Background: an optimization exercise with open tools, aiming at small area. Do not read the settings as production practice.
RTL that was checked went through simulation tests only; none was proved equivalent to the original.
For runs 1 and 4, only the layout was checked, not whether the RTL still works.
Power is estimated from default activity; no workload was simulated.

$ cat design.v
module pcie_irq
(
   input            Clk_i,
   input            Rstn_i,
   input            MsixStructSChipSelect_i,
   input   [13:0]   MsixStructSAddress_i,
   input   [3:0]    MsixStructSByteEnable_i,
   input            MsixStructSRead_i,
   output  [31:0]   MsixStructSReadData_o,
   input            MsixStructSWrite_i,
   input   [31:0]   MsixStructSWriteData_i,
   output           MsixStructSWaitRequest_o,
   output           MsixMWrite_o,
   output  [63:0]   MsixMAddress_o,
   output  [31:0]   MsixMWriteData_o,
   output  [3:0]    MsixMByteEnable_o,
   input            MsixMWaitRequest_i,
   input   [31:0]   Irq_i,
   input   [81:0]   MsiIntfc_i,
   input   [15:0]   MsixIntfc_i,
   output           IntxReq_o,
   input            IrqRead_i,
   output  [31:0]   IrqReadData_o,
  input    [31:0]   MaskWritedata_i,
  input             MaskRead_i,
  input             MaskWrite_i,
  input    [3:0]    MaskByteenable_i,
  output   [31:0]   MaskReaddata_o,
  output            MaskWaitrequest_o
);
reg  [31:0] ena_state;
always @(posedge Clk_i or negedge Rstn_i)
  if (!Rstn_i)
    ena_state <= 32'hF;
  else if (MaskWrite_i)
    ena_state <= MaskWritedata_i;
wire [31:0] irq_masked = Irq_i & ena_state;
assign MaskReaddata_o    = ena_state;
assign MaskWaitrequest_o = 1'b0;
reg  [31:0] irq_readdata;
always @(posedge Clk_i)
  if (IrqRead_i)
    irq_readdata <= irq_masked;
assign IrqReadData_o = irq_readdata;
wire msix_enable   = MsixIntfc_i[15];
wire msi_enable    = MsiIntfc_i[80];
wire master_enable = MsiIntfc_i[81];
wire msix_mode     =  msix_enable & ~msi_enable;
wire msi_mode      = ~msix_enable &  msi_enable;
wire intx_mode     = ~msix_enable & ~msi_enable;
wire [3:0] irq4 = irq_masked[3:0];
reg  [3:0] irq_reg;
always @(posedge Clk_i or negedge Rstn_i)
  if (!Rstn_i)
    irq_reg <= 4'h0;
  else
    irq_reg <= irq4;
assign IntxReq_o = (|irq_reg) & intx_mode;
localparam H_IDLE = 3'd0;
localparam H_PIPE = 3'd1;
localparam H_READ = 3'd2;
localparam H_RW1  = 3'd3;
localparam H_RW2  = 3'd4;
localparam H_RACK = 3'd5;
localparam H_WACK = 3'd6;
reg  [2:0] hs;
reg        a13;           
reg  [4:0] aw;            
wire       host_req = MsixStructSChipSelect_i & (MsixStructSRead_i | MsixStructSWrite_i);
always @(posedge Clk_i)
  if (host_req) begin
    a13 <= MsixStructSAddress_i[13];
    aw  <= MsixStructSAddress_i[6:2];
  end
always @(posedge Clk_i or negedge Rstn_i)
  if (!Rstn_i)
    hs <= H_IDLE;
  else
    case (hs)
      H_IDLE: hs <= host_req ? H_PIPE : H_IDLE;
      H_PIPE: hs <= MsixStructSRead_i  ? H_READ :
                    MsixStructSWrite_i ? H_WACK : H_IDLE;
      H_READ: hs <= a13 ? H_RACK : H_RW1;
      H_RW1:  hs <= a13 ? H_RACK : H_RW2;
      H_RW2:  hs <= H_RACK;
      default: hs <= H_IDLE;
    endcase
wire host_rack = (hs == H_RACK);
wire host_wack = (hs == H_WACK);
wire host_rwin = (hs == H_READ) | (hs == H_RW1) | (hs == H_RW2);
assign MsixStructSWaitRequest_o = ~(host_rack | host_wack);
reg  [1023:0] ring;       
reg  [1:0]    t3;         
reg           t2;         
reg  [31:0]   wbuf;       
reg  [4:0]    wbuf_a;     
reg           wbuf_v;     
reg           land1;      
reg           land2;      
wire mem_we = host_wack & ~a13;
always @(posedge Clk_i)
  case (t3)
    2'd0:    t3 <= 2'd1;
    2'd1:    t3 <= 2'd2;
    default: t3 <= 2'd0;
  endcase
always @(posedge Clk_i)
  t2 <= ~t2;
always @(posedge Clk_i) begin
  land1 <= mem_we;
  land2 <= land1;
end
function [10:0] ring_of;    
  input [4:0] a;
  begin
    case (a)
      5'd0: ring_of = 11'b00000000001;
      5'd1: ring_of = 11'b00000000001;
      5'd2: ring_of = 11'b00000000001;
      5'd3: ring_of = 11'b00000000010;
      5'd4: ring_of = 11'b00000000010;
      5'd5: ring_of = 11'b00000000010;
      5'd6: ring_of = 11'b00000000100;
      5'd7: ring_of = 11'b00000000100;
      5'd8: ring_of = 11'b00000000100;
      5'd9: ring_of = 11'b00000001000;
      5'd10: ring_of = 11'b00000001000;
      5'd11: ring_of = 11'b00000001000;
      5'd12: ring_of = 11'b00000010000;
      5'd13: ring_of = 11'b00000010000;
      5'd14: ring_of = 11'b00000010000;
      5'd15: ring_of = 11'b00000100000;
      5'd16: ring_of = 11'b00000100000;
      5'd17: ring_of = 11'b00000100000;
      5'd18: ring_of = 11'b00001000000;
      5'd19: ring_of = 11'b00001000000;
      5'd20: ring_of = 11'b00001000000;
      5'd21: ring_of = 11'b00010000000;
      5'd22: ring_of = 11'b00010000000;
      5'd23: ring_of = 11'b00010000000;
      5'd24: ring_of = 11'b00100000000;
      5'd25: ring_of = 11'b00100000000;
      5'd26: ring_of = 11'b00100000000;
      5'd27: ring_of = 11'b01000000000;
      5'd28: ring_of = 11'b01000000000;
      5'd29: ring_of = 11'b01000000000;
      5'd30: ring_of = 11'b10000000000;
      5'd31: ring_of = 11'b10000000000;
      default: ring_of = 11'b0;
    endcase
  end
endfunction
function [2:0] k_of;        
  input [4:0] a;
  begin
    case (a)
      5'd0: k_of = 3'b001;
      5'd1: k_of = 3'b010;
      5'd2: k_of = 3'b100;
      5'd3: k_of = 3'b001;
      5'd4: k_of = 3'b010;
      5'd5: k_of = 3'b100;
      5'd6: k_of = 3'b001;
      5'd7: k_of = 3'b010;
      5'd8: k_of = 3'b100;
      5'd9: k_of = 3'b001;
      5'd10: k_of = 3'b010;
      5'd11: k_of = 3'b100;
      5'd12: k_of = 3'b001;
      5'd13: k_of = 3'b010;
      5'd14: k_of = 3'b100;
      5'd15: k_of = 3'b001;
      5'd16: k_of = 3'b010;
      5'd17: k_of = 3'b100;
      5'd18: k_of = 3'b001;
      5'd19: k_of = 3'b010;
      5'd20: k_of = 3'b100;
      5'd21: k_of = 3'b001;
      5'd22: k_of = 3'b010;
      5'd23: k_of = 3'b100;
      5'd24: k_of = 3'b001;
      5'd25: k_of = 3'b010;
      5'd26: k_of = 3'b100;
      5'd27: k_of = 3'b001;
      5'd28: k_of = 3'b010;
      5'd29: k_of = 3'b100;
      5'd30: k_of = 3'b001;
      5'd31: k_of = 3'b010;
      default: k_of = 3'b0;
    endcase
  end
endfunction
wire [2:0] ktail = (t3 == 2'd1) ? 3'b010 :
                   (t3 == 2'd2) ? 3'b001 : 3'b100;
function at_tail;
  input [4:0] a;
  input [2:0] kt;
  input       ph2;
  begin
    if (a[4:1] == 4'b1111)
      at_tail = a[0] ^ ph2;
    else
      at_tail = |(k_of(a) & kt);
  end
endfunction
wire [10:0] wbuf_ring = ring_of(wbuf_a);
wire        wbuf_put  = wbuf_v & at_tail(wbuf_a, ktail, t2);
wire [10:0] put       = {11{wbuf_put}} & wbuf_ring;
wire        wbuf_v_nx = mem_we | (wbuf_v & ~wbuf_put);
wire [4:0]  wbuf_a_nx = mem_we ? aw : wbuf_a;
wire [2:0]  ktail_nx  = (t3 == 2'd0) ? 3'b010 :
                        (t3 == 2'd1) ? 3'b001 : 3'b100;
reg  [10:0] ring_keep;
always @(posedge Clk_i)
  ring_keep <= ~({11{wbuf_v_nx & at_tail(wbuf_a_nx, ktail_nx, ~t2)}} & ring_of(wbuf_a_nx));
genvar r;
generate
  for (r = 0; r < 10; r = r + 1) begin : RING3
    always @(posedge Clk_i) begin
      ring[(3*r+0)*32 +: 32] <= ({32{put[r]}} & wbuf) | ({32{ring_keep[r]}} & ring[(3*r+2)*32 +: 32]);
      ring[(3*r+1)*32 +: 32] <= ring[(3*r+0)*32 +: 32];
      ring[(3*r+2)*32 +: 32] <= ring[(3*r+1)*32 +: 32];
    end
  end
endgenerate
always @(posedge Clk_i) begin
  ring[30*32 +: 32] <= ({32{put[10]}} & wbuf) | ({32{ring_keep[10]}} & ring[31*32 +: 32]);
  ring[31*32 +: 32] <= ring[30*32 +: 32];
end
wire [32*11-1:0] tails;
generate
  for (r = 0; r < 11; r = r + 1) begin : TAIL
    assign tails[r*32 +: 32] = ring[(r == 10 ? 31 : 3*r+2)*32 +: 32];
  end
endgenerate
wire [10:0] hring    = ring_of(aw);
wire        host_cap = host_rwin & at_tail(aw, ktail, t2) & ~(wbuf_v & (wbuf_a == aw))
                       & ~(hring[10] & (hs == H_READ));
wire [31:0] tsel;
always @(posedge Clk_i) begin
  if (mem_we | host_cap)
    wbuf <= mem_we ? MsixStructSWriteData_i : tsel;
  if (mem_we)
    wbuf_a <= aw;
  wbuf_v <= wbuf_v_nx;
end
localparam G_IDLE  = 4'd0;
localparam G_PIPE  = 4'd1;
localparam G_CHECK = 4'd9;    
localparam G_MSIX  = 4'd10;
localparam G_MSI   = 4'd11;
reg  [3:0] gs;
reg        arb_v;         
reg  [1:0] arb_i;         
reg  [3:0] pba;
reg  [31:0] e0, e1, e2;   
reg        vmask;         
reg        ev;            
wire gen_idle = (gs == G_IDLE);
always @(posedge Clk_i or negedge Rstn_i)
  if (!Rstn_i)
    gs <= G_IDLE;
  else
    case (gs)
      G_IDLE:
        if ((|pba) & master_enable & msix_mode)
          gs <= G_PIPE;
        else if (msi_mode & (irq_reg != irq4) & (|irq4))
          gs <= G_MSI;
      4'd1: gs <= 4'd2;
      4'd2: gs <= 4'd3;
      4'd3: gs <= 4'd4;
      4'd4: gs <= 4'd5;
      4'd5: gs <= 4'd6;
      4'd6: gs <= 4'd7;
      4'd7: gs <= 4'd8;
      4'd8: gs <= 4'd9;
      G_CHECK:
        gs <= vmask ? G_IDLE : G_MSIX;
      G_MSIX, G_MSI:
        if (~MsixMWaitRequest_i)
          gs <= G_IDLE;
      default:
        gs <= G_IDLE;
    endcase
always @(posedge Clk_i or negedge Rstn_i)
  if (!Rstn_i) begin
    arb_v <= 1'b0;
    arb_i <= 2'd0;
  end else if (gen_idle) begin
    arb_v <= 1'b1;
    if (!arb_v) begin
      if      (pba[0]) arb_i <= 2'd0;
      else if (pba[1]) arb_i <= 2'd1;
      else if (pba[2]) arb_i <= 2'd2;
      else if (pba[3]) arb_i <= 2'd3;
      else begin arb_v <= 1'b0; arb_i <= 2'd0; end
    end else
      case (arb_i)
        2'd0:
          if      (pba[1]) arb_i <= 2'd1;
          else if (pba[2]) arb_i <= 2'd2;
          else if (pba[3]) arb_i <= 2'd3;
          else begin arb_v <= 1'b0; arb_i <= 2'd0; end
        2'd1:
          if      (pba[2]) arb_i <= 2'd2;
          else if (pba[3]) arb_i <= 2'd3;
          else begin arb_v <= 1'b0; arb_i <= 2'd0; end
        2'd2:
          if      (pba[3]) arb_i <= 2'd3;
          else if (pba[1]) arb_i <= 2'd1;
          else begin arb_v <= 1'b0; arb_i <= 2'd0; end
        default:
          if      (pba[1]) arb_i <= 2'd1;
          else if (pba[2]) arb_i <= 2'd2;
          else begin arb_v <= 1'b0; arb_i <= 2'd0; end
      endcase
  end
wire msg_done = (gs == G_MSIX) & ~MsixMWaitRequest_i;
genvar i;
generate
  for (i = 0; i < 4; i = i + 1) begin : PBA
    always @(posedge Clk_i or negedge Rstn_i)
      if (!Rstn_i)
        pba[i] <= 1'b0;
      else if (~irq_reg[i] & irq4[i] & msix_mode)
        pba[i] <= 1'b1;
      else if (msg_done & arb_v & (arb_i == i))
        pba[i] <= 1'b0;
  end
endgenerate
function [4:0] gen_cap_tab;   
  input [7:0] key;            
  begin
    case (key)
      8'b0010_00_10: gen_cap_tab = 5'b1_00_00;
      8'b0010_01_01: gen_cap_tab = 5'b1_00_00;
      8'b0010_10_00: gen_cap_tab = 5'b1_00_00;
      8'b0010_11_10: gen_cap_tab = 5'b1_00_00;
      8'b0011_00_01: gen_cap_tab = 5'b1_01_00;
      8'b0011_00_10: gen_cap_tab = 5'b1_00_01;
      8'b0011_01_00: gen_cap_tab = 5'b1_01_00;
      8'b0011_01_01: gen_cap_tab = 5'b1_00_01;
      8'b0011_10_00: gen_cap_tab = 5'b1_00_01;
      8'b0011_10_10: gen_cap_tab = 5'b1_01_00;
      8'b0011_11_01: gen_cap_tab = 5'b1_01_00;
      8'b0011_11_10: gen_cap_tab = 5'b1_00_01;
      8'b0100_00_00: gen_cap_tab = 5'b1_10_00;
      8'b0100_00_01: gen_cap_tab = 5'b1_01_01;
      8'b0100_00_10: gen_cap_tab = 5'b1_00_10;
      8'b0100_01_00: gen_cap_tab = 5'b1_01_01;
      8'b0100_01_01: gen_cap_tab = 5'b1_00_10;
      8'b0100_01_10: gen_cap_tab = 5'b1_10_00;
      8'b0100_10_00: gen_cap_tab = 5'b1_00_10;
      8'b0100_10_01: gen_cap_tab = 5'b1_10_00;
      8'b0100_10_10: gen_cap_tab = 5'b1_01_01;
      8'b0100_11_00: gen_cap_tab = 5'b1_10_00;
      8'b0100_11_01: gen_cap_tab = 5'b1_01_01;
      8'b0100_11_10: gen_cap_tab = 5'b1_00_10;
      8'b0101_00_00: gen_cap_tab = 5'b1_10_01;
      8'b0101_00_01: gen_cap_tab = 5'b1_01_10;
      8'b0101_00_10: gen_cap_tab = 5'b1_11_00;
      8'b0101_01_00: gen_cap_tab = 5'b1_01_10;
      8'b0101_01_01: gen_cap_tab = 5'b1_11_00;
      8'b0101_01_10: gen_cap_tab = 5'b1_10_01;
      8'b0101_10_00: gen_cap_tab = 5'b1_11_00;
      8'b0101_10_01: gen_cap_tab = 5'b1_10_01;
      8'b0101_10_10: gen_cap_tab = 5'b1_01_10;
      8'b0101_11_00: gen_cap_tab = 5'b1_10_01;
      8'b0101_11_01: gen_cap_tab = 5'b1_01_10;
      8'b0101_11_10: gen_cap_tab = 5'b1_11_00;
      8'b0110_00_00: gen_cap_tab = 5'b1_10_10;
      8'b0110_00_10: gen_cap_tab = 5'b1_11_01;
      8'b0110_01_01: gen_cap_tab = 5'b1_11_01;
      8'b0110_01_10: gen_cap_tab = 5'b1_10_10;
      8'b0110_10_00: gen_cap_tab = 5'b1_11_01;
      8'b0110_10_01: gen_cap_tab = 5'b1_10_10;
      8'b0110_11_00: gen_cap_tab = 5'b1_10_10;
      8'b0110_11_10: gen_cap_tab = 5'b1_11_01;
      8'b0111_00_10: gen_cap_tab = 5'b1_11_10;
      8'b0111_01_01: gen_cap_tab = 5'b1_11_10;
      8'b0111_10_00: gen_cap_tab = 5'b1_11_10;
      8'b0111_11_10: gen_cap_tab = 5'b1_11_10;
      default: gen_cap_tab = 5'b0;
    endcase
  end
endfunction
wire [4:0]  gcap   = gen_cap_tab({gs, arb_i, t3});
wire        gen_cap = gcap[4];
wire [1:0]  gi     = gcap[3:2];
wire [1:0]  gd     = gcap[1:0];
wire [4:0]  gword  = {1'b0, arb_i, gi};
wire [10:0] gring  = ring_of(gword);
wire        g_old  = (gd == 2'd0) | ((gd == 2'd1) & ~land1) | ((gd == 2'd2) & ~land1 & ~land2);
wire        g_byp  = wbuf_v & (wbuf_a == gword) & g_old;
reg         dv;           
reg  [1:0]  di;           
wire        g_use  = gen_cap & (gi != 2'd3) & ~host_cap;
wire        g_dfr  = gen_cap & (gi != 2'd3) &  host_cap;
wire [4:0]  dword  = {1'b0, arb_i, di};
wire        dcap   = dv & at_tail(dword, ktail, t2);
always @(posedge Clk_i)
  if (gen_idle | dcap)
    dv <= 1'b0;
  else if (g_dfr) begin
    dv <= 1'b1;
    di <= gi;
  end
wire [10:0] tring = host_cap ? hring :
                    dcap     ? ring_of(dword) :
                    (g_use & ~g_byp) ? gring : 11'b0;
wire        tbyp  = g_use & g_byp;
reg  [31:0] tsel_r;
integer q;
always @* begin
  tsel_r = {32{tbyp}} & wbuf;
  for (q = 0; q < 11; q = q + 1)
    tsel_r = tsel_r | ({32{tring[q]}} & tails[q*32 +: 32]);
end
assign tsel = tsel_r;
reg vm_tail;
always @* begin
  case (arb_i)
    2'd0:    vm_tail = tails[1*32];    
    2'd1:    vm_tail = tails[2*32];    
    2'd2:    vm_tail = tails[3*32];    
    default: vm_tail = tails[5*32];    
  endcase
end
always @(posedge Clk_i or negedge Rstn_i)
  if (!Rstn_i)
    ev <= 1'b0;
  else if (gen_cap)
    ev <= 1'b1;
always @(posedge Clk_i) begin
  if ((g_use && gi == 2'd0) || (dcap && di == 2'd0)) e0 <= tsel;
  if ((g_use && gi == 2'd1) || (dcap && di == 2'd1)) e1 <= tsel;
  if ((g_use && gi == 2'd2) || (dcap && di == 2'd2)) e2 <= tsel;
  if (gen_cap && gi == 2'd3) vmask <= g_byp ? wbuf[0] : vm_tail;
end
assign MsixStructSReadData_o = a13 ? {28'b0, pba} : wbuf;
assign MsixMWrite_o      = (gs == G_MSIX) | (gs == G_MSI);
wire   sel_entry         = msix_mode & ev;
assign MsixMAddress_o    = sel_entry ? {e1, e0} : msix_mode ? 64'b0 : MsiIntfc_i[63:0];
assign MsixMWriteData_o  = sel_entry ? e2 : msix_mode ? 32'b0 : {16'b0, MsiIntfc_i[79:64]};
assign MsixMByteEnable_o = {4{MsixMWrite_o}};
endmodule
$ cat flow/run.sh
#!/bin/bash
set -euo pipefail
export BUFFER_PORTS_ARGS="-buffer_cell sky130_fd_sc_hd__buf_1"
export CTS_ARGS="-sink_clustering_enable -repair_clock_nets -sink_clustering_size 10 -sink_clustering_max_diameter 60 -buf_list sky130_fd_sc_hd__clkbuf_4 -dont_use_dummy_load"
bash standard.sh > standard_flow.log 2>&1
$ cat standard.sh
#!/bin/bash
# synth_recipe.tcl (not shown) runs the flow's synth.tcl, then flattens the netlist and writes it again
# the make line also repeats each setting of config.mk as NAME=value (left out here)
make -C /OpenROAD-flow-scripts/flow DESIGN_CONFIG=/design/flow/config.mk WORK_HOME=/design/flow/orfs CLKGATE_MAP_FILE= SYNTH_SCRIPT=/design/flow/synth_recipe.tcl "${@:-finish}"
$ cat config.mk
export PLATFORM = sky130hd
export DESIGN_NAME = pcie_irq
export DESIGN_NICKNAME = pcie_irq
export VERILOG_FILES = /design/flow/design.v
export SDC_FILE = /design/flow/constraint.sdc
export NUM_CORES = 4
export LEC_CHECK = 0
export CAP_MARGIN = 20
export CORE_MARGIN = 2
export CORE_UTILIZATION = 40
export SLEW_MARGIN = 20
$ cat constraint.sdc
create_clock -name core_clock -period 10.0 [get_ports {Clk_i}]
set_input_delay 2.0000 -clock core_clock [delete_from_list [all_inputs] [get_ports {Clk_i}]]
set_output_delay 2.0000 -clock core_clock [all_outputs]
set_load 0.01 [all_outputs]
==> results.rst, run 1 <==
.. list-table::
   :header-rows: 1

   * - Metric
     - Value
   * - Result of the run
     - finished clean
   * - Achievable frequency
     - 167 MHz
   * - Resized cells post-CTS
     - 0
   * - Crit. End Element
     - primary output
   * - Area Growth Syn to Fin
     - 9.17%
   * - Total power density per cell area
     - 211 nW/um2
   * - Yosys top cell by area
     - sky130_fd_sc_hd__dfxtp_1
   * - Required time reported for the critical path endpoint
     - 8.00 ns
   * - Clock Sinks
     - 1295
   * - Post-Route Utilization
     - 0.442
   * - Drt drc
     - 0
   * - Leakage power total
     - 17.1 nW
   * - Total negative slack for setup checks
     - 0 ns
   * - Setup slack after layout
     - 4.00 ns
   * - Std cell rows
     - 116
   * - CTS H-tree lvls
     - 4
   * - Dpl cell area
     - 43200 um2
   * - Residual antenna-violating net count after detailed routing
     - 0
   * - Proportion of netlist area held by the largest area contributor
     - 0.530
   * - Count of filler cells inserted in the layout
     - 9398
   * - Distinct cell type count after synthesis
     - 82
   * - Remaining Overflow, GRT
     - 0
   * - Final hold violation count
     - 0
   * - Final count of pins violating max slew
     - 0
   * - Max Buffers Root-to-Sink
     - 3
   * - Post-detailed-placement half-perimeter wirelength
     - 70.4 mm
   * - Worst-path maximum fanout
     - 69
   * - Global-route wire length before repair
     - 173 mm
   * - Number of global-route vias before repair
     - 25900
   * - Multiplexer area fraction after synthesis
     - 0.0178
   * - XOR/XNOR share of the synthesized area
     - 0.00320
   * - Detailed Routing Iterations Pass 1
     - 9
   * - Y dimension of the die
     - 323 um
   * - TritonCTS buffer count
     - 149
   * - Maximum number of pins on one net before global-route repair
     - 97
   * - Clock transition at path regs
     - 0.09 ns
   * - Combined area of all synthesized cells
     - 40600 um2
   * - Number of DRC markers after the initial detailed-route iteration
     - 2529
   * - Yosys warns
     - 1
   * - Cells after Synth
     - 3213
   * - Post-synthesis share of cell area spent on full adders, half adders and majority gates
     - 0.00832
   * - Flip-flop and latch count after synthesis
     - 1295
   * - Power after layout
     - 9.34 mW
   * - Share of synthesized registers carrying an async set or reset
     - 0.0394
   * - Aggregate routed wire length
     - 121 mm
   * - Simple-gate portion of the synthesized area
     - 0.0798
   * - Transition at the pin with the smallest max-transition slack
     - 1.18 ns
   * - Layout cells sized above 1
     - 0.0914
   * - Post-synthesis compound-gate area fraction
     - 0.169
   * - Setup repair after global routing missed its margin
     - no
   * - Main combinational cell family by area after synthesis
     - compound AO/OA/AOI/OAI gates
   * - Post-CTS setup buffer count
     - 0
   * - Clock latency on the worst-skew pair
     - 1.08 ns
   * - Antenna violations before repair
     - 5
   * - Startpoint type of the worst setup path
     - input pin
   * - Setup violations, final
     - 0
   * - Initial Util
     - 0.404
   * - Worst Path Arrival
     - 4.00 ns
   * - Worst slew margin relative to its limit
     - 0.214
   * - Average wire length per cell after detail routing
     - 24.6 um
   * - WS Path Type
     - in -> out
   * - CTS tree
     - yes
   * - Final design instance area without fill
     - 44300 um2
   * - Overall fraction of global-route tracks in use
     - 0.227
   * - Nets in the synthesized netlist
     - 3465
   * - Final net count
     - 3809
   * - Buffers on Ports
     - 391
   * - Share of the clock period used by the worst path
     - 0.600
   * - I/O Pins
     - 425
   * - Placeable core region
     - 100000 um2
   * - Routed via count
     - 27200
   * - Dpl ws
     - 3.99 ns
   * - Number of flops mapped to enable cells by yosys
     - 169
   * - Number of max-cap violations
     - 0
   * - Part of the Yosys area used for sequential elements
     - 0.686
   * - Biggest register
     - ring
   * - Largest vdd supply drop
     - 0.123 mV
   * - Gpl congestion
     - 0.810
   * - Number of hold buffers added after cts
     - 0
   * - Worst-case clock skew
     - 0.143 ns
   * - Largest register FFs
     - 1024
   * - Flip-flop cell with the highest count after synthesis
     - sky130_fd_sc_hd__dfxtp_1
   * - Minimum period implied by the final worst setup slack
     - 6.00 ns
   * - Detailed-route vias per instance
     - 5.52
   * - Synth Area per Inst
     - 12.6 um2
   * - Die footprint
     - 104000 um2
   * - Cells taking the most area after synthesis
     - sky130_fd_sc_hd__dfxtp_1, sky130_fd_sc_hd__edfxtp_1, sky130_fd_sc_hd__a22o_1
   * - Master cell of the clock root buffer
     - sky130_fd_sc_hd__clkbuf_4
   * - Type of the most critical hold path
     - reg -> reg
   * - Die W
     - 323 um
[worst paths after layout]
path / start / end / slack, ns / cells past startpoint
setup / recovery: MsixIntfc_i[15] / MsixMAddress_o[52] / 4.00 / 6
hold / removal: ring[634]$_DFF_P_ / ring[666]$_DFF_P_ / 0.18 / 0
setup reg to reg: arb_i[0]$_DFFE_PN0P_ / e0[28]$_DFFE_PP_ / 4.46 / 11
hold reg to reg: ring[634]$_DFF_P_ / ring[666]$_DFF_P_ / 0.18 / 0
max in group asynchronous: Rstn_i / ev$_DFFE_PN0P_ / 8.39 / 2
min in group asynchronous: Rstn_i / hs[1]$_DFF_PN0_ / 1.07 / 2
[report_power, final]
| part | switching [mW] | internal [mW] | total [mW] | leakage, nW |
|---|---|---|---|---|
| Sequential | 0.222 | 5.57 | 5.79 | 10.9 |
| Clock | 1.58 | 0.687 | 2.27 | 0.686 |
| Combinational | 0.901 | 0.384 | 1.28 | 5.57 |
| Total | 2.70 | 6.64 | 9.34 | 17.1 |
[per-layer routing]
layer	up-vias	part of all wire	track usage	wire, um
met3	309	0.076	0.0480	9210
met1	13300	0.42	0.294	51000
li1	12300	-	-	-
met4	0	0.043	0.103	5140
met5	-	0	0	0
met2	1278	0.46	0.365	55400
[logic make-up (layout without fill, tap and decap cells)]
group / after synthesis / count (layout)
DFF: 1295 / 1295
AOI/OAI and AO/OA: 751 / 751
and+or+nand+nor: 714 / 714
buffers and inverters: 347 / 689
muxes: 64 / 64
adders and majority gates: 27 / 27
xor gates and xnor gates: 14 / 14
other: 1 / 8
[stage by stage]
| step | instances | hold WS (ns) |
|---|---|---|
| 2_1_floorplan | 3213 | 0.310 |
| 3_3_place_gp | 4763 | 0.310 |
| 3_5_place_dp | 4763 | 0.312 |
| 4_1_cts | 4912 | 0.192 |
| 5_1_grt | 4916 | 0.194 |
| 6_report | 4919 | 0.182 |
[cell usage in the layout, fill, tap and decap left out, types with 8 or more instances in the layout]
cell type / count
sky130_fd_sc_hd__inv_1: 90
sky130_fd_sc_hd__mux2i_1: 19
sky130_fd_sc_hd__a22o_1: 359
sky130_fd_sc_hd__a211oi_1: 9
sky130_fd_sc_hd__nor2_1: 103
sky130_fd_sc_hd__dfrtp_1: 46
sky130_fd_sc_hd__o21ai_0: 21
sky130_fd_sc_hd__nor3_1: 61
sky130_fd_sc_hd__and3_1: 18
sky130_fd_sc_hd__a22oi_1: 133
sky130_fd_sc_hd__dfxtp_1: 1074
sky130_fd_sc_hd__nand3_1: 117
sky130_fd_sc_hd__edfxtp_1: 169
sky130_fd_sc_hd__buf_4: 54
sky130_fd_sc_hd__mux2_2: 41
sky130_fd_sc_hd__nand2_1: 315
sky130_fd_sc_hd__ha_1: 27
sky130_fd_sc_hd__clkbuf_4: 149
sky130_fd_sc_hd__and2_1: 45
sky130_fd_sc_hd__buf_1: 388
sky130_fd_sc_hd__a31oi_1: 37
sky130_fd_sc_hd__a21oi_1: 14
sky130_fd_sc_hd__o32ai_1: 35
sky130_fd_sc_hd__xnor2_1: 9
sky130_fd_sc_hd__a2111oi_4: 31
sky130_fd_sc_hd__a222oi_1: 65
sky130_fd_sc_hd__a21o_1: 8
[synthesized netlist by cell type, types with 10 or more instances]
cell and instances:
sky130_fd_sc_hd__dfrtp_1 47, sky130_fd_sc_hd__a22o_1 359, sky130_fd_sc_hd__edfxtp_1 169, sky130_fd_sc_hd__a21oi_1 14, sky130_fd_sc_hd__and3_1 19, sky130_fd_sc_hd__buf_2 24
sky130_fd_sc_hd__mux2_2 41, sky130_fd_sc_hd__ha_1 27, sky130_fd_sc_hd__inv_1 90, sky130_fd_sc_hd__nand3_1 118, sky130_fd_sc_hd__nor3_1 61, sky130_fd_sc_hd__o32ai_1 35
sky130_fd_sc_hd__mux2i_1 19, sky130_fd_sc_hd__a2111oi_4 31, sky130_fd_sc_hd__a222oi_1 65, sky130_fd_sc_hd__nor2_1 105, sky130_fd_sc_hd__and2_1 47, sky130_fd_sc_hd__nand2_1 316
sky130_fd_sc_hd__a22oi_1 133, sky130_fd_sc_hd__buf_4 10, sky130_fd_sc_hd__clkbuf_1 209, sky130_fd_sc_hd__a31oi_1 37, sky130_fd_sc_hd__dfxtp_1 1075, sky130_fd_sc_hd__o21ai_0 23
[critical path: stages]
cell                      delay (ns)
sky130_fd_sc_hd__buf_1          0.15
sky130_fd_sc_hd__nor2b_4        0.68
sky130_fd_sc_hd__buf_4          0.63
sky130_fd_sc_hd__nand3_1        0.16
sky130_fd_sc_hd__nand2_1        0.14
sky130_fd_sc_hd__buf_1          0.17
[cell type report]
type / instances / area [um2] / area share
clock buffer: 149 / 1120 / 0.0252
inverter: 95 / 357 / 0.00804
sequential: 1295 / 27900 / 0.629
multi-input combinational: 1571 / 11400 / 0.257
timing repair buffer: 445 / 1880 / 0.0423
antenna: 7 / 17.5 / 0.000395
tap: 1357 / 1700 / 0.0383
==> run 2, diff against run 1 <==
--- a/design.v
+++ b/design.v
@@ -30,9 +30,18 @@
 );
 reg  [31:0] ena_state;
+wire [31:0] ena_d;
+wire        mask_keep = ~MaskWrite_i;
+genvar mb;
+generate
+  for (mb = 0; mb < 32; mb = mb + 1) begin : MASK_D
+    pcie_irq_ao22 u_ao (.a1(MaskWritedata_i[mb]), .a2(MaskWrite_i),
+                        .b1(ena_state[mb]), .b2(mask_keep), .y(ena_d[mb]));
+  end
+endgenerate
 always @(posedge Clk_i or negedge Rstn_i)
   if (!Rstn_i)
     ena_state <= 32'hF;
-  else if (MaskWrite_i)
-    ena_state <= MaskWritedata_i;
+  else
+    ena_state <= ena_d;
 wire [31:0] irq_masked = Irq_i & ena_state;
 assign MaskReaddata_o    = ena_state;
@@ -207,16 +216,19 @@
 wire        wbuf_put  = wbuf_v & at_tail(wbuf_a, ktail, t2);
 wire [10:0] put       = {11{wbuf_put}} & wbuf_ring;
+wire [10:0] keep      = ~put;
 wire        wbuf_v_nx = mem_we | (wbuf_v & ~wbuf_put);
-wire [4:0]  wbuf_a_nx = mem_we ? aw : wbuf_a;
-wire [2:0]  ktail_nx  = (t3 == 2'd0) ? 3'b010 :
-                        (t3 == 2'd1) ? 3'b001 : 3'b100;
-reg  [10:0] ring_keep;
-always @(posedge Clk_i)
-  ring_keep <= ~({11{wbuf_v_nx & at_tail(wbuf_a_nx, ktail_nx, ~t2)}} & ring_of(wbuf_a_nx));
-genvar r;
+wire [32*11-1:0] heads;
+genvar r, hb;
 generate
+  for (r = 0; r < 11; r = r + 1) begin : HEAD
+    for (hb = 0; hb < 32; hb = hb + 1) begin : B
+      pcie_irq_ao22 u_head (.a1(wbuf[hb]), .a2(put[r]),
+                            .b1(ring[(r == 10 ? 31 : 3*r+2)*32 + hb]), .b2(keep[r]),
+                            .y(heads[r*32 + hb]));
+    end
+  end
   for (r = 0; r < 10; r = r + 1) begin : RING3
     always @(posedge Clk_i) begin
-      ring[(3*r+0)*32 +: 32] <= ({32{put[r]}} & wbuf) | ({32{ring_keep[r]}} & ring[(3*r+2)*32 +: 32]);
+      ring[(3*r+0)*32 +: 32] <= heads[r*32 +: 32];
       ring[(3*r+1)*32 +: 32] <= ring[(3*r+0)*32 +: 32];
       ring[(3*r+2)*32 +: 32] <= ring[(3*r+1)*32 +: 32];
@@ -225,5 +237,5 @@
 endgenerate
 always @(posedge Clk_i) begin
-  ring[30*32 +: 32] <= ({32{put[10]}} & wbuf) | ({32{ring_keep[10]}} & ring[31*32 +: 32]);
+  ring[30*32 +: 32] <= heads[10*32 +: 32];
   ring[31*32 +: 32] <= ring[30*32 +: 32];
 end
@@ -238,7 +250,16 @@
                        & ~(hring[10] & (hs == H_READ));
 wire [31:0] tsel;
+wire [31:0] wbuf_d;
+wire        mem_we_n = ~mem_we;
+genvar bb;
+generate
+  for (bb = 0; bb < 32; bb = bb + 1) begin : WBUF_D
+    pcie_irq_ao22 u_ao (.a1(MsixStructSWriteData_i[bb]), .a2(mem_we),
+                        .b1(tsel[bb]), .b2(mem_we_n), .y(wbuf_d[bb]));
+  end
+endgenerate
 always @(posedge Clk_i) begin
   if (mem_we | host_cap)
-    wbuf <= mem_we ? MsixStructSWriteData_i : tsel;
+    wbuf <= wbuf_d;
   if (mem_we)
     wbuf_a <= aw;
@@ -411,12 +432,20 @@
                     (g_use & ~g_byp) ? gring : 11'b0;
 wire        tbyp  = g_use & g_byp;
-reg  [31:0] tsel_r;
-integer q;
-always @* begin
-  tsel_r = {32{tbyp}} & wbuf;
-  for (q = 0; q < 11; q = q + 1)
-    tsel_r = tsel_r | ({32{tring[q]}} & tails[q*32 +: 32]);
-end
-assign tsel = tsel_r;
+wire [11:0] tsel_s = {tbyp, tring};
+wire [32*12-1:0] tsel_d = {wbuf, tails};
+genvar b;
+generate
+  for (b = 0; b < 32; b = b + 1) begin : TSEL
+    wire [3:0] part;
+    for (i = 0; i < 4; i = i + 1) begin : G
+      pcie_irq_aoi222 u_aoi (
+        .a1(tsel_d[(3*i+0)*32 + b]), .a2(tsel_s[3*i+0]),
+        .b1(tsel_d[(3*i+1)*32 + b]), .b2(tsel_s[3*i+1]),
+        .c1(tsel_d[(3*i+2)*32 + b]), .c2(tsel_s[3*i+2]),
+        .y(part[i]));
+    end
+    pcie_irq_nand4 u_or (.a(part[0]), .b(part[1]), .c(part[2]), .d(part[3]), .y(tsel[b]));
+  end
+endgenerate
 reg vm_tail;
 always @* begin
@@ -442,6 +471,25 @@
 assign MsixMWrite_o      = (gs == G_MSIX) | (gs == G_MSI);
 wire   sel_entry         = msix_mode & ev;
-assign MsixMAddress_o    = sel_entry ? {e1, e0} : msix_mode ? 64'b0 : MsiIntfc_i[63:0];
-assign MsixMWriteData_o  = sel_entry ? e2 : msix_mode ? 32'b0 : {16'b0, MsiIntfc_i[79:64]};
+wire   sel_msi           = ~msix_mode;
+wire [79:0] out_e        = {e2[15:0], e1, e0};
+wire [79:0] out_m;
+genvar ob;
+generate
+  for (ob = 0; ob < 80; ob = ob + 1) begin : OUT
+    pcie_irq_ao22 u_ao (.a1(out_e[ob]), .a2(sel_entry),
+                        .b1(MsiIntfc_i[ob]), .b2(sel_msi), .y(out_m[ob]));
+  end
+endgenerate
+assign MsixMAddress_o    = out_m[63:0];
+assign MsixMWriteData_o  = {e2[31:16] & {16{sel_entry}}, out_m[79:64]};
 assign MsixMByteEnable_o = {4{MsixMWrite_o}};
 endmodule
+module pcie_irq_aoi222 (input a1, a2, b1, b2, c1, c2, output y);
+  assign y = ~((a1 & a2) | (b1 & b2) | (c1 & c2));
+endmodule
+module pcie_irq_nand4 (input a, b, c, d, output y);
+  assign y = ~(a & b & c & d);
+endmodule
+module pcie_irq_ao22 (input a1, a2, b1, b2, output y);
+  assign y = (a1 & a2) | (b1 & b2);
+endmodule
==> flow/run.sh (replaced) <==
#!/bin/bash
set -euo pipefail
export BUFFER_PORTS_ARGS="-buffer_cell sky130_fd_sc_hd__buf_1"
export CTS_ARGS="-sink_clustering_enable -repair_clock_nets -sink_clustering_size 16 -sink_clustering_max_diameter 80 -buf_list sky130_fd_sc_hd__clkbuf_8 -dont_use_dummy_load"
bash standard.sh > standard_flow.log 2>&1
--- a/config.mk
+++ b/config.mk
@@ -10,2 +10,3 @@
 export CORE_UTILIZATION = 40
 export SLEW_MARGIN = 20
+export SYNTH_HIERARCHICAL = 1
==> run 2 against run 1 <==
  * Still clean
  * Clock skew is 0.047 ns lower
  * Core utilization is 0.99 points higher
  * Critical path depth is 1 higher
  * Critical endpoint is now MsixMWriteData_o[4]
  * Largest power group unchanged
==> results.rst, run 2 <==
.. list-table::
   :header-rows: 1

   * - Metric
     - Value
   * - Result of the run
     - finished clean (unchanged)
   * - Residual antenna-violating net count after detailed routing
     - 0 (unchanged)
   * - Drt drc
     - 0 (unchanged)
   * - I/O Pins
     - 425 (unchanged)
   * - Post-detailed-placement half-perimeter wirelength
     - 60.6 mm (was 70.4 mm)
   * - Detailed-route vias per instance
     - 5.69 (was 5.52)
   * - Clock transition at path regs
     - 0.10 ns (was 0.09 ns)
   * - Achievable frequency
     - 157 MHz (was 167 MHz)
   * - Overall fraction of global-route tracks in use
     - 0.219 (was 0.227)
   * - Library cell contributing the largest single delay on the critical path
     - sky130_fd_sc_hd__buf_4 (was sky130_fd_sc_hd__nor2b_4)
   * - Routed via count
     - 23500 (was 27200)
   * - Layout cells sized above 1
     - 0.0615 (was 0.0914)
   * - Flip-flop cell with the highest count after synthesis
     - sky130_fd_sc_hd__dfxtp_1 (unchanged)
   * - Final design instance area without fill
     - 41300 um2 (was 44300 um2)
   * - Cells after Synth
     - 2457 (was 3213)
   * - Largest vdd supply drop
     - 0.113 mV (was 0.123 mV)
   * - XOR/XNOR share of the synthesized area
     - 0.00357 (was 0.00320)
   * - Aggregate routed wire length
     - 107 mm (was 121 mm)
   * - Dpl cell area
     - 40000 um2 (was 43200 um2)
   * - Dominant cell by count in the synthesized netlist
     - sky130_fd_sc_hd__dfxtp_1 (unchanged)
   * - Die footprint
     - 94600 um2 (was 104000 um2)
   * - TritonCTS buffer count
     - 93 (was 149)
   * - Worst hold-check slack
     - 0.220 ns (was 0.182 ns)
   * - Multiplexer area fraction after synthesis
     - 0.00839 (was 0.0178)
   * - Total power density per cell area
     - 220 nW/um2 (was 211 nW/um2)
   * - Final hold violation count
     - 0 (unchanged)
   * - Part of the Yosys area used for sequential elements
     - 0.752 (was 0.686)
   * - Leading cell type in the layout, fill and taps excluded
     - sky130_fd_sc_hd__dfxtp_1 (unchanged)
   * - Most used cells in the layout excluding fill and tap cells
     - sky130_fd_sc_hd__dfxtp_1, sky130_fd_sc_hd__a22o_1, sky130_fd_sc_hd__buf_1 (was sky130_fd_sc_hd__dfxtp_1, sky130_fd_sc_hd__buf_1, sky130_fd_sc_hd__a22o_1)
   * - Cells taking the most area after synthesis
     - sky130_fd_sc_hd__dfxtp_1, sky130_fd_sc_hd__edfxtp_1, sky130_fd_sc_hd__a22o_1 (unchanged)
   * - Post-synthesis compound-gate area fraction
     - 0.177 (was 0.169)
   * - Leakage power total
     - 15.5 nW (was 17.1 nW)
   * - Biggest register
     - ring (unchanged)
   * - Number of flops mapped to enable cells by yosys
     - 174 (was 169)
   * - Minimum period implied by the final worst setup slack
     - 6.37 ns (was 6.00 ns)
   * - Total negative slack for setup checks
     - 0 ns (unchanged)
   * - Max Buffers Root-to-Sink
     - 3 (unchanged)
   * - Simple-gate portion of the synthesized area
     - 0.0414 (was 0.0798)
   * - Share of synthesized registers carrying an async set or reset
     - 0.0397 (was 0.0394)
   * - Main combinational cell family by area after synthesis
     - compound AO/OA/AOI/OAI gates (unchanged)
   * - Count of filler cells inserted in the layout
     - 8115 (was 9398)
   * - Crit path largest cell delay
     - 0.56 ns (was 0.68 ns)
   * - Final net count
     - 3195 (was 3809)
   * - Combined area of the multi-input logic cells
     - 8900 um2 (was 11400 um2)
   * - Post-CTS setup buffer count
     - 0 (unchanged)
   * - Average wire length per cell after detail routing
     - 25.8 um (was 24.6 um)
   * - Clock latency on the worst-skew pair
     - 0.75 ns (was 1.08 ns)
   * - Setup slack after layout
     - 3.63 ns (was 4.00 ns)
   * - Yosys top cell by area
     - sky130_fd_sc_hd__dfxtp_1 (unchanged)
   * - Largest register FFs
     - 1024 (unchanged)
   * - Global-route wire length before repair
     - 154 mm (was 173 mm)
   * - Gpl congestion
     - 0.852 (was 0.810)
   * - Crit. End Element
     - primary output (unchanged)
   * - Area Growth Syn to Fin
     - 12.1% (was 9.17%)
   * - Final count of pins violating max slew
     - 0 (unchanged)
   * - Worst reg2reg path depth
     - 10 (was 11)
   * - Number of hold buffers added after cts
     - 0 (unchanged)
   * - Setup violations, final
     - 0 (unchanged)
   * - Number of max-cap violations
     - 0 (unchanged)
   * - Std cell rows
     - 111 (was 116)
   * - Initial Util
     - 0.403 (was 0.404)
   * - Placeable core region
     - 91500 um2 (was 100000 um2)
   * - Cell total after placement
     - 4034 (was 4763)
   * - Combined area of all synthesized cells
     - 36900 um2 (was 40600 um2)
   * - Yosys warns
     - 7 (was 1)
   * - Type of the most critical hold path
     - reg -> reg (unchanged)
   * - Remaining Overflow, GRT
     - 0 (unchanged)
   * - Startpoint type of the worst setup path
     - input pin (unchanged)
   * - CTS H-tree lvls
     - 3 (was 4)
   * - Number of DRC markers after the initial detailed-route iteration
     - 2547 (was 2529)
   * - Maximum number of pins on one net before global-route repair
     - 81 (was 97)
   * - Worst-case clock skew
     - 0.0956 ns (was 0.143 ns)
   * - Share of the clock period used by the worst path
     - 0.637 (was 0.600)
   * - CTS tree
     - yes (unchanged)
   * - Nets in the synthesized netlist
     - 2708 (was 3465)
   * - Required time reported for the critical path endpoint
     - 8.00 ns (about the same)
   * - Post-Route Utilization
     - 0.451 (was 0.442)
   * - Master cell of the clock root buffer
     - sky130_fd_sc_hd__clkbuf_8 (was sky130_fd_sc_hd__clkbuf_4)
   * - Hold-critical path depth
     - 0 (unchanged)
   * - Proportion of netlist area held by the largest area contributor
     - 0.575 (was 0.530)
   * - Dpl ws
     - 3.61 ns (was 3.99 ns)
   * - Register cell area after layout
     - 27700 um2 (was 27900 um2)
   * - Count of non-filler cells in the finished layout
     - 4131 (was 4919)
   * - Worst slew margin relative to its limit
     - 0.271 (was 0.214)
   * - Transition at the pin with the smallest max-transition slack
     - 1.09 ns (was 1.18 ns)
   * - Leading post-synthesis cells by instance count
     - sky130_fd_sc_hd__dfxtp_1, sky130_fd_sc_hd__a22o_1, sky130_fd_sc_hd__edfxtp_1 (was sky130_fd_sc_hd__dfxtp_1, sky130_fd_sc_hd__a22o_1, sky130_fd_sc_hd__nand2_1)
   * - Synth Area per Inst
     - 15.0 um2 (was 12.6 um2)
   * - Buffers on Ports
     - 391 (unchanged)
   * - Worst Path Arrival
     - 4.37 ns (was 4.00 ns)
   * - Die W
     - 308 um (was 323 um)
   * - Antenna violations before repair
     - 6 (was 5)
   * - Y dimension of the die
     - 308 um (was 323 um)
   * - Power after layout
     - 9.11 mW (was 9.34 mW)
   * - Flip-flop and latch count after synthesis
     - 1284 (was 1295)
   * - Clock Sinks
     - 1284 (was 1295)
   * - Ordered cell list for the critical path
     - buf_1, nor2b_2, buf_4, clkinv_2, buf_4, a22o_1, buf_1 (was buf_1, nor2b_4, buf_4, nand3_1, nand2_1, buf_1)
   * - Distinct cell type count after synthesis
     - 66 (was 82)
   * - Resized cells post-CTS
     - 0 (unchanged)
   * - Post-synthesis share of cell area spent on full adders, half adders and majority gates
     - 0.00883 (was 0.00832)
   * - Number of global-route vias before repair
     - 23700 (was 25900)
   * - Detailed Routing Iterations Pass 1
     - 8 (was 9)
   * - Setup repair after global routing missed its margin
     - no (unchanged)
   * - Worst-path maximum fanout
     - 53 (was 69)
   * - WS Path Type
     - in -> out (unchanged)
## run 2: layer usage
layer,global-route usage,up-vias,part of all wire
li1,-,10400,-
met2,0.366,1041,0.47
met5,0,-,0.00019
met1,0.283,11900,0.42
met3,0.0372,191,0.068
met4,0.0830,2,0.033
## run 2: cells by family (layout without fill, tap and decap cells)
kind of cell    after synthesis  after routing
xor+xnor                     15             15
flops                      1284           1284
fa+ha+maj                    26             26
buf+inv                      81            566
simple gates                280            280
compound gates              742            742
mux                          28             28
other cells                   1              4
## run 2: final timing paths
check / from / slack (ns) / to
setup / recovery: MsixIntfc_i[15] / 3.63 / MsixMWriteData_o[4]
setup reg to reg: arb_i[1]$_DFFE_PN0P_ / 4.42 / wbuf[29]$_DFFE_PP_
min in group asynchronous: Rstn_i / 1.41 / hs[0]$_DFF_PN0_
hold reg to reg: ring[728]$_DFF_P_ / 0.22 / ring[760]$_DFF_P_
hold / removal: ring[728]$_DFF_P_ / 0.22 / ring[760]$_DFF_P_
max in group asynchronous: Rstn_i / 8.03 / gs[3]$_DFFE_PN0P_
## run 2: worst max-delay path, delay by kind of cell
kind / cells / cell delay [ns]
compound gates: 1 / 0.38
buf+inv: 5 / 1.73
simple gates: 1 / 0.16
## run 2: power breakdown
part	internal (mW)	total, mW	switching (mW)
sequential	5.56	5.79	0.226
combinational	0.333	0.981	0.648
clock	0.833	2.34	1.51
## run 2: cell type report
cell class	count	share of cell area
well taps	1186	0.0359
flip-flops and latches	1284	0.671
clock buffers	93	0.0310
diodes	3	0.000182
multi-input cells	1092	0.215
inverters	43	0.00394
repair buffers	430	0.0430
## run 2: modules after synthesis, one instance, submodules excluded
module / flip-flops and latches / area, um2 / times used
pcie_irq: 1284 / 31000 / 1
pcie_irq_aoi222: 0 / 10.0 / 128
pcie_irq_ao22: 0 / 8.76 / 496
pcie_irq_nand4: 0 / 6.26 / 32
==> run 3, diff against run 2 <==
==> flow/run.sh (replaced) <==
#!/bin/bash
set -euo pipefail
export BUFFER_PORTS_ARGS="-buffer_cell sky130_fd_sc_hd__buf_1"
export CTS_ARGS="-sink_clustering_enable -repair_clock_nets -sink_clustering_size 10 -sink_clustering_max_diameter 60 -buf_list sky130_fd_sc_hd__clkbuf_4 -dont_use_dummy_load"
bash standard.sh > standard_flow.log 2>&1
==> run 3 against run 2 <==
  * First-iteration DRC count fell by 7.2%
  * Clock-buffer cell count rose by 58
  * Die area did not move
  * Worst setup slack better by 0.012 ns
  * Still clean
  * Non-clock buffer count unchanged
  * Synthesized cell count is the same
  * Worst hold slack better by 0.057 ns
  * Register-to-register slack better by 0.05 ns
==> results.rst, run 3 <==
.. list-table::
   :header-rows: 1

   * - Metric
     - Value
   * - Share of the clock period used by the worst path
     - 0.636 (was 0.637)
   * - Nets in the synthesized netlist
     - 2708 (unchanged)
   * - Final net count
     - 3253 (was 3195)
   * - Part of the Yosys area used for sequential elements
     - 0.752 (unchanged)
   * - Total power density per cell area
     - 219 nW/um2 (was 220 nW/um2)
   * - Most used cells in the layout excluding fill and tap cells
     - sky130_fd_sc_hd__dfxtp_1, sky130_fd_sc_hd__a22o_1, sky130_fd_sc_hd__buf_1 (unchanged)
   * - Master cell of the clock root buffer
     - sky130_fd_sc_hd__clkbuf_4 (was sky130_fd_sc_hd__clkbuf_8)
   * - Number of DRC markers after the initial detailed-route iteration
     - 2364 (was 2547)
   * - Initial Util
     - 0.403 (unchanged)
   * - Clock latency on the worst-skew pair
     - 1.03 ns (was 0.75 ns)
   * - Leading post-synthesis cells by instance count
     - sky130_fd_sc_hd__dfxtp_1, sky130_fd_sc_hd__a22o_1, sky130_fd_sc_hd__edfxtp_1 (unchanged)
   * - Largest vdd supply drop
     - 0.110 mV (was 0.113 mV)
   * - Power share of the clock group
     - 0.249 (was 0.257)
   * - Share of total power consumed by net switching
     - 0.269 (was 0.262)
   * - Share of synthesized registers carrying an async set or reset
     - 0.0397 (unchanged)
   * - Std cell rows
     - 111 (unchanged)
   * - Transition at the pin with the smallest max-transition slack
     - 1.10 ns (was 1.09 ns)
   * - Buffers on Ports
     - 391 (unchanged)
   * - Power share of the sequential group
     - 0.642 (was 0.635)
   * - Dpl cell area
     - 40000 um2 (unchanged)
   * - Final count of pins violating max slew
     - 0 (unchanged)
   * - Overall fraction of global-route tracks in use
     - 0.222 (was 0.219)
   * - Area Growth Syn to Fin
     - 11.7% (was 12.1%)
   * - Max Buffers Root-to-Sink
     - 3 (unchanged)
   * - Routed via count
     - 23900 (was 23500)
   * - Number of max-cap violations
     - 0 (unchanged)
   * - Remaining Overflow, GRT
     - 0 (unchanged)
   * - Clock transition at path regs
     - 0.10 ns (about the same)
   * - Yosys top cell by area
     - sky130_fd_sc_hd__dfxtp_1 (unchanged)
   * - Die footprint
     - 94600 um2 (unchanged)
   * - Clock Sinks
     - 1284 (unchanged)
   * - WS Path Type
     - in -> out (unchanged)
   * - Number of flops mapped to enable cells by yosys
     - 174 (unchanged)
   * - Maximum number of pins on one net before global-route repair
     - 81 (unchanged)
   * - Residual antenna-violating net count after detailed routing
     - 0 (unchanged)
   * - Die W
     - 308 um (unchanged)
   * - Proportion of netlist area held by the largest area contributor
     - 0.575 (unchanged)
   * - Resized cells post-CTS
     - 0 (unchanged)
   * - Worst Path Arrival
     - 4.36 ns (was 4.37 ns)
   * - I/O Pins
     - 425 (unchanged)
   * - Total negative slack for setup checks
     - 0 ns (unchanged)
   * - Worst slew margin relative to its limit
     - 0.263 (was 0.271)
   * - Global-route wire length before repair
     - 156 mm (was 154 mm)
   * - Gpl congestion
     - 0.852 (unchanged)
   * - Synth Area per Inst
     - 15.0 um2 (unchanged)
   * - Number of hold buffers added after cts
     - 0 (unchanged)
   * - Average wire length per cell after detail routing
     - 25.6 um (was 25.8 um)
   * - Aggregate routed wire length
     - 107 mm (about the same)
   * - Minimum period implied by the final worst setup slack
     - 6.36 ns (was 6.37 ns)
   * - Distinct cell type count after synthesis
     - 66 (unchanged)
   * - Pint
     - 6.59 mW (was 6.73 mW)
   * - Drt drc
     - 0 (unchanged)
   * - Placeable core region
     - 91500 um2 (unchanged)
   * - Flip-flop cell with the highest count after synthesis
     - sky130_fd_sc_hd__dfxtp_1 (unchanged)
   * - CTS tree
     - yes (unchanged)
   * - Post-detailed-placement half-perimeter wirelength
     - 60.6 mm (unchanged)
   * - Proportion of power drawn by combinational gates
     - 0.109 (was 0.108)
   * - Post-CTS setup buffer count
     - 0 (unchanged)
   * - Worst-path maximum fanout
     - 53 (unchanged)
   * - Layout cells sized above 1
     - 0.0797 (was 0.0615)
   * - Final hold violation count
     - 0 (unchanged)
   * - Yosys warns
     - 7 (unchanged)
   * - Detailed-route vias per instance
     - 5.70 (was 5.69)
   * - Combined area of all synthesized cells
     - 36900 um2 (unchanged)
   * - Leading cell type in the layout, fill and taps excluded
     - sky130_fd_sc_hd__dfxtp_1 (unchanged)
   * - Final design instance area without fill
     - 41200 um2 (was 41300 um2)
   * - Result of the run
     - finished clean (unchanged)
   * - Leakage power total
     - 15.6 nW (was 15.5 nW)
   * - Largest register FFs
     - 1024 (unchanged)
   * - Switching component of the power
     - 2.43 mW (was 2.38 mW)
   * - TritonCTS buffer count
     - 151 (was 93)
   * - Cells taking the most area after synthesis
     - sky130_fd_sc_hd__dfxtp_1, sky130_fd_sc_hd__edfxtp_1, sky130_fd_sc_hd__a22o_1 (unchanged)
   * - CTS H-tree lvls
     - 4 (was 3)
   * - Cells after Synth
     - 2457 (unchanged)
   * - Dominant cell by count in the synthesized netlist
     - sky130_fd_sc_hd__dfxtp_1 (unchanged)
   * - Achievable frequency
     - 157 MHz (about the same)
   * - Crit. End Element
     - primary output (unchanged)
   * - Type of the most critical hold path
     - reg -> reg (unchanged)
   * - Setup violations, final
     - 0 (unchanged)
   * - Number of global-route vias before repair
     - 24200 (was 23700)
   * - Required time reported for the critical path endpoint
     - 8.00 ns (about the same)
   * - Antenna violations before repair
     - 6 (unchanged)
   * - Y dimension of the die
     - 308 um (unchanged)
   * - Detailed Routing Iterations Pass 1
     - 9 (was 8)
   * - Startpoint type of the worst setup path
     - input pin (unchanged)
   * - Biggest register
     - ring (unchanged)
   * - Setup repair after global routing missed its margin
     - no (unchanged)
   * - Worst-case clock skew
     - 0.115 ns (was 0.0956 ns)
   * - Flip-flop and latch count after synthesis
     - 1284 (unchanged)
-- run 3: cell type report --
type	instances	area, um2
antenna	3	7.51
fill	8158	50400
timing repair buffer	430	1780
clock buffer	151	1130
inverter	43	163
tap	1186	1480
sequential	1284	27700
multi-input combinational	1092	8900
-- run 3: kinds of logic (layout without fill, tap and decap cells) --
kind of cell / count (synthesis) / count (layout) / synth area share
flip-flops: 1284 / 1284 / 0.752
XOR/XNOR: 15 / 15 / 0.00357
multiplexers: 28 / 28 / 0.00839
adder cells (fa/ha/maj): 26 / 26 / 0.00883
buffers and inverters: 81 / 624 / 0.00907
other: 1 / 4 / 0.000102
AND/OR/NAND/NOR: 280 / 280 / 0.0414
AO/OA/AOI/OAI: 742 / 742 / 0.177
-- run 3: power by group through the flow --
stage,clock network [mW],registers (mW),logic (mW)
finish,2.25,5.79,0.980
global route,2.52,5.83,1.06
CTS,2.33,5.78,0.979
detailed placement,0,5.90,0.974
global placement,0,5.88,0.948
floorplan,0,5.80,0.624
-- run 3: critical path: stages --
cell and delay (ns):
sky130_fd_sc_hd__buf_1 0.14, sky130_fd_sc_hd__nor2b_2 0.16, sky130_fd_sc_hd__buf_4 0.32, sky130_fd_sc_hd__clkinv_2 0.53
sky130_fd_sc_hd__buf_4 0.56, sky130_fd_sc_hd__a22o_1 0.38, sky130_fd_sc_hd__buf_1 0.16
-- run 3: per-module statistics from Yosys, one instance, submodules excluded --
module,times used,cells inside,area (um2)
pcie_irq,1,1801,31000
pcie_irq_ao22,496,1,8.76
pcie_irq_aoi222,128,1,10.0
pcie_irq_nand4,32,1,6.26
-- run 3: worst paths after layout --
path,start,endpoint,slack [ns],cells after the start
worst max-delay path,MsixIntfc_i[15],MsixMWriteData_o[4],3.64,7
worst max register to register,arb_i[1]$_DFFE_PN0P_,wbuf[29]$_DFFE_PP_,4.47,10
worst min-delay path,ring[199]$_DFF_P_,ring[231]$_DFF_P_,0.28,0
max in group asynchronous,Rstn_i,ena_state[10]$_DFF_PN0_,8.28,2
worst min register to register,ring[199]$_DFF_P_,ring[231]$_DFF_P_,0.28,0
min in group asynchronous,Rstn_i,hs[0]$_DFF_PN0_,1.14,2
-- run 3: layer usage --
metal / wire length [um] / global-route usage
met2: 50900 / 0.365
met4: 3570 / 0.0933
met5: 34 / 0
met3: 7810 / 0.0471
met1: 45000 / 0.283
-- run 3: metrics by stage --
step / util / setup slack [ns] / hold WS (ns) / power (mW) / instances
detailed placement: 0.437 / 3.61 / 0.312 / 6.87 / 4034
global route: 0.450 / 3.51 / 0.280 / 9.40 / 4189
global placement: 0.437 / 3.69 / 0.311 / 6.83 / 4034
CTS: 0.450 / 3.60 / 0.285 / 9.09 / 4185
finish: 0.450 / 3.64 / 0.277 / 9.01 / 4189
floorplan: - / 3.74 / 0.310 / 6.42 / 2457
==> run 4, diff against run 3 <==
--- a/design.v
+++ b/design.v
@@ -246,7 +246,8 @@
   end
 endgenerate
-wire [10:0] hring    = ring_of(aw);
-wire        host_cap = host_rwin & at_tail(aw, ktail, t2) & ~(wbuf_v & (wbuf_a == aw))
-                       & ~(hring[10] & (hs == H_READ));
+wire [10:0] aw_ring  = ring_of(aw);
+wire [10:0] hring    = aw_ring & {11{~a13}};
+wire        host_cap = host_rwin & (a13 | (at_tail(aw, ktail, t2) & ~|(put & aw_ring)
+                                           & ~(aw_ring[10] & (hs == H_READ))));
 wire [31:0] tsel;
 wire [31:0] wbuf_d;
@@ -415,17 +416,15 @@
 wire        g_old  = (gd == 2'd0) | ((gd == 2'd1) & ~land1) | ((gd == 2'd2) & ~land1 & ~land2);
 wire        g_byp  = wbuf_v & (wbuf_a == gword) & g_old;
-reg         dv;           
+reg  [2:0]  dv;           
 reg  [1:0]  di;           
 wire        g_use  = gen_cap & (gi != 2'd3) & ~host_cap;
 wire        g_dfr  = gen_cap & (gi != 2'd3) &  host_cap;
 wire [4:0]  dword  = {1'b0, arb_i, di};
-wire        dcap   = dv & at_tail(dword, ktail, t2);
-always @(posedge Clk_i)
-  if (gen_idle | dcap)
-    dv <= 1'b0;
-  else if (g_dfr) begin
-    dv <= 1'b1;
+wire        dcap   = dv[2];
+always @(posedge Clk_i) begin
+  dv <= {dv[1:0], g_dfr} & {3{~gen_idle}};
+  if (g_dfr)
     di <= gi;
-  end
+end
 wire [10:0] tring = host_cap ? hring :
                     dcap     ? ring_of(dword) :
@@ -468,5 +467,5 @@
   if (gen_cap && gi == 2'd3) vmask <= g_byp ? wbuf[0] : vm_tail;
 end
-assign MsixStructSReadData_o = a13 ? {28'b0, pba} : wbuf;
+assign MsixStructSReadData_o = {wbuf[31:4], a13 ? pba : wbuf[3:0]};
 assign MsixMWrite_o      = (gs == G_MSIX) | (gs == G_MSI);
 wire   sel_entry         = msix_mode & ev;
==> run 4 against run 3 <==
  * Die area rose by 0.16%
  * Combinational power increased by about 20%
  * Worst hold slack worse by 0.0033 ns
  * Maximum frequency rose by 2.6%
  * Largest cell class unchanged
  * Non-clock buffer count down 2
  * Clock skew decreased by 0.014 ns
  * Wire length down 2.2%
  * Synthesized area rose by 0.16%
  * Critical path type unchanged
  * Sequential power up 7.3%
==> results.rst, run 4 <==
.. list-table::
   :header-rows: 1

   * - Metric
     - Value
   * - Biggest register
     - ring (unchanged)
   * - Cells taking the most area after synthesis
     - sky130_fd_sc_hd__dfxtp_1, sky130_fd_sc_hd__edfxtp_1, sky130_fd_sc_hd__a22o_1 (unchanged)
   * - Resized cells post-CTS
     - 0 (unchanged)
   * - Result of the run
     - finished clean (unchanged)
   * - Final count of pins violating max slew
     - 0 (unchanged)
   * - Part of the Yosys area used for sequential elements
     - 0.752 (about the same)
   * - Clock Sinks
     - 1286 (was 1284)
   * - Yosys warns
     - 7 (unchanged)
   * - Type of the most critical hold path
     - reg -> reg (unchanged)
   * - Leakage power total
     - 15.6 nW (about the same)
   * - Final net count
     - 3217 (was 3253)
   * - Number of flops mapped to enable cells by yosys
     - 174 (unchanged)
   * - Number of max-cap violations
     - 0 (unchanged)
   * - Combined area of all synthesized cells
     - 36900 um2 (about the same)
   * - Largest vdd supply drop
     - 0.143 mV (was 0.110 mV)
   * - CTS H-tree lvls
     - 4 (unchanged)
   * - Startpoint type of the worst setup path
     - input pin (unchanged)
   * - Final hold violation count
     - 0 (unchanged)
   * - Aggregate routed wire length
     - 105 mm (was 107 mm)
   * - Post-CTS setup buffer count
     - 0 (unchanged)
   * - Minimum period implied by the final worst setup slack
     - 6.20 ns (was 6.36 ns)
   * - Number of global-route vias before repair
     - 24300 (was 24200)
   * - Count of filler cells inserted in the layout
     - 8124 (was 8158)
   * - Max Buffers Root-to-Sink
     - 3 (unchanged)
   * - Dominant cell by count in the synthesized netlist
     - sky130_fd_sc_hd__dfxtp_1 (unchanged)
   * - Total power density per cell area
     - 235 nW/um2 (was 219 nW/um2)
   * - Clock latency on the worst-skew pair
     - 1.01 ns (was 1.03 ns)
   * - Antenna violations before repair
     - 4 (was 6)
   * - Worst-case clock skew
     - 0.101 ns (was 0.115 ns)
   * - Largest register FFs
     - 1024 (unchanged)
   * - Required time reported for the critical path endpoint
     - 8.00 ns (about the same)
   * - Transition at the pin with the smallest max-transition slack
     - 1.13 ns (was 1.10 ns)
   * - Layout cells sized above 1
     - 0.0802 (was 0.0797)
   * - Yosys top cell by area
     - sky130_fd_sc_hd__dfxtp_1 (unchanged)
   * - Area Growth Syn to Fin
     - 11.3% (was 11.7%)
   * - Std cell rows
     - 111 (unchanged)
   * - Synth Area per Inst
     - 15.1 um2 (was 15.0 um2)
   * - Leading cell type in the layout, fill and taps excluded
     - sky130_fd_sc_hd__dfxtp_1 (unchanged)
   * - Total negative slack for setup checks
     - 0 ns (unchanged)
   * - Cells after Synth
     - 2451 (was 2457)
   * - Global-route wire length before repair
     - 154 mm (was 156 mm)
   * - Clock transition at path regs
     - 0.10 ns (about the same)
   * - Nets in the synthesized netlist
     - 2698 (was 2708)
   * - Worst Path Arrival
     - 4.20 ns (was 4.36 ns)
   * - Buffers on Ports
     - 391 (unchanged)
   * - Post-detailed-placement half-perimeter wirelength
     - 59.0 mm (was 60.6 mm)
   * - Flop-to-flop setup slack
     - 4.65 ns (was 4.47 ns)
   * - Detailed Routing Iterations Pass 1
     - 7 (was 9)
   * - Share of synthesized registers carrying an async set or reset
     - 0.0397 (about the same)
   * - WS Path Type
     - in -> out (unchanged)
   * - Worst-path maximum fanout
     - 42 (was 53)
   * - Detailed-route vias per instance
     - 5.70 (about the same)
   * - Drt drc
     - 0 (unchanged)
   * - TritonCTS buffer count
     - 150 (was 151)
   * - Overall fraction of global-route tracks in use
     - 0.217 (was 0.222)
   * - Gpl congestion
     - 0.814 (was 0.852)
   * - Achievable frequency
     - 161 MHz (was 157 MHz)
   * - Setup repair after global routing missed its margin
     - no (unchanged)
   * - Cell total after placement
     - 4003 (was 4034)
   * - Y dimension of the die
     - 308 um (about the same)
   * - Most used cells in the layout excluding fill and tap cells
     - sky130_fd_sc_hd__dfxtp_1, sky130_fd_sc_hd__a22o_1, sky130_fd_sc_hd__buf_1 (unchanged)
   * - Master cell of the clock root buffer
     - sky130_fd_sc_hd__clkbuf_4 (unchanged)
   * - Flip-flop cell with the highest count after synthesis
     - sky130_fd_sc_hd__dfxtp_1 (unchanged)
   * - CTS tree
     - yes (unchanged)
   * - Distinct cell type count after synthesis
     - 70 (was 66)
   * - Maximum number of pins on one net before global-route repair
     - 81 (unchanged)
   * - Proportion of netlist area held by the largest area contributor
     - 0.575 (about the same)
   * - Remaining Overflow, GRT
     - 0 (unchanged)
   * - Number of hold buffers added after cts
     - 0 (unchanged)
   * - Flip-flop and latch count after synthesis
     - 1286 (was 1284)
   * - Number of DRC markers after the initial detailed-route iteration
     - 2432 (was 2364)
run 4: cell types whose count changed in the layout (fill, tap and decap cells not counted), sizes merged, moves of 5 or more:
cell / change
o211ai: -6
and2: +7
inv: -8
nor2: -12
mux2i: +5
nor2b: -27
run 4: logic make-up (layout without fill, tap and decap cells):
kind of cell,count (synthesis),in the layout,share of synthesized area
AOI/OAI and AO/OA,738,738,0.175
xor gates and xnor gates,12,12,0.00285
adders and majority gates,22,22,0.00746
buffers and inverters,98,615,0.0137
DFF,1286,1286,0.752
muxes,33,33,0.00993
other,1,3,0.000102
and+or+nand+nor,261,261,0.0390
run 4: critical path, stage by stage:
cell and delay [ns]:
sky130_fd_sc_hd__buf_1 0.13, sky130_fd_sc_hd__inv_1 0.08, sky130_fd_sc_hd__nor2_2 0.13, sky130_fd_sc_hd__buf_4 0.23
sky130_fd_sc_hd__clkinv_2 0.60, sky130_fd_sc_hd__buf_4 0.56, sky130_fd_sc_hd__a22o_1 0.28, sky130_fd_sc_hd__buf_1 0.14
run 4: cell type report:
| cell class | count | area (um2) | area share |
|---|---|---|---|
| clock buffers | 150 | 1130 | 0.0274 |
| flip-flops and latches | 1286 | 27700 | 0.676 |
| inverters | 37 | 140 | 0.00341 |
| well taps | 1186 | 1480 | 0.0361 |
| diodes | 2 | 5.00 | 0.000122 |
| multi-input cells | 1067 | 8800 | 0.214 |
| repair buffers | 428 | 1760 | 0.0429 |
run 4: per-module statistics from Yosys (local to each module, per instance):
module           cells inside  flip-flops and latches  cell area [um2]  times used
pcie_irq                 1795                    1286            31100           1
pcie_irq_ao22               1                       0             8.76         496
pcie_irq_aoi222             1                       0             10.0         128
pcie_irq_nand4              1                       0             6.26          32
run 4: path summary, 6_finish.rpt:
| kind | startpoint | to | cells past startpoint |
|---|---|---|---|
| min in group asynchronous | Rstn_i | ena_state[10]$_DFF_PN0_ | 2 |
| setup / recovery | MsixIntfc_i[15] | MsixMAddress_o[23] | 8 |
| max in group asynchronous | Rstn_i | ena_state[24]$_DFF_PN0_ | 2 |
| hold reg to reg | ring[113]$_DFF_P_ | ring[145]$_DFF_P_ | 0 |
| hold / removal | ring[113]$_DFF_P_ | ring[145]$_DFF_P_ | 0 |
| setup reg to reg | arb_i[0]$_DFFE_PN0P_ | wbuf[9]$_DFFE_PP_ | 11 |
run 4: routing by layer:
metal | up-vias | wire length, um | global-route usage
met4 | 0 | 3590 | 0.0889
met2 | 1165 | 48700 | 0.350
met1 | 11800 | 44500 | 0.281
met5 | - | 0 | 0
li1 | 10500 | - | -
met3 | 248 | 8150 | 0.0515
run 4: power by group:
group	internal (mW)	total [mW]	switching, mW
sequential	5.80	6.21	0.415
clock	0.692	2.25	1.56
combinational	0.400	1.18	0.785
total	6.89	9.65	2.76
run 4: per-stage QoR:
step	util	hold slack, ns	area (um2)	setup WS (ns)
after floorplan	-	0.310	36900	3.74
after global placement	0.436	0.310	39900	3.90
after detailed placement	0.436	0.312	39900	3.77
after CTS	0.448	0.257	41000	3.76
after global routing	0.449	0.273	41100	3.65
final	0.449	0.273	41100	3.80

[what the ideal ports hide]
How much do the figures lean on ideal ports? The routed layouts below were timed once more, with nothing changed but the port constraints.
Step 1: set_driving_cell puts a clkbuf_16 on Clk_i and a buf_2 on each other input, an assumption about the parent block.
Step 2 also shifts input and output timing later by t, the mid clock arrival at the registers, as if the neighbouring blocks saw the same clock.
Three values: ideal ports, drivers, drivers and shift; two values: the first two.
run | shift t [ns] | setup WS [ns]
run 1 | 1.075 | 3.996 / 3.948 / 3.948
run 2 | 0.758 | 3.626 / 3.597 / 3.597
run 3 | 1.033 | 3.639 / 3.610 / 3.610
run 4 | 1.029 | 3.799 / 3.767 / 3.767
After both steps every run listed still meets setup and hold.
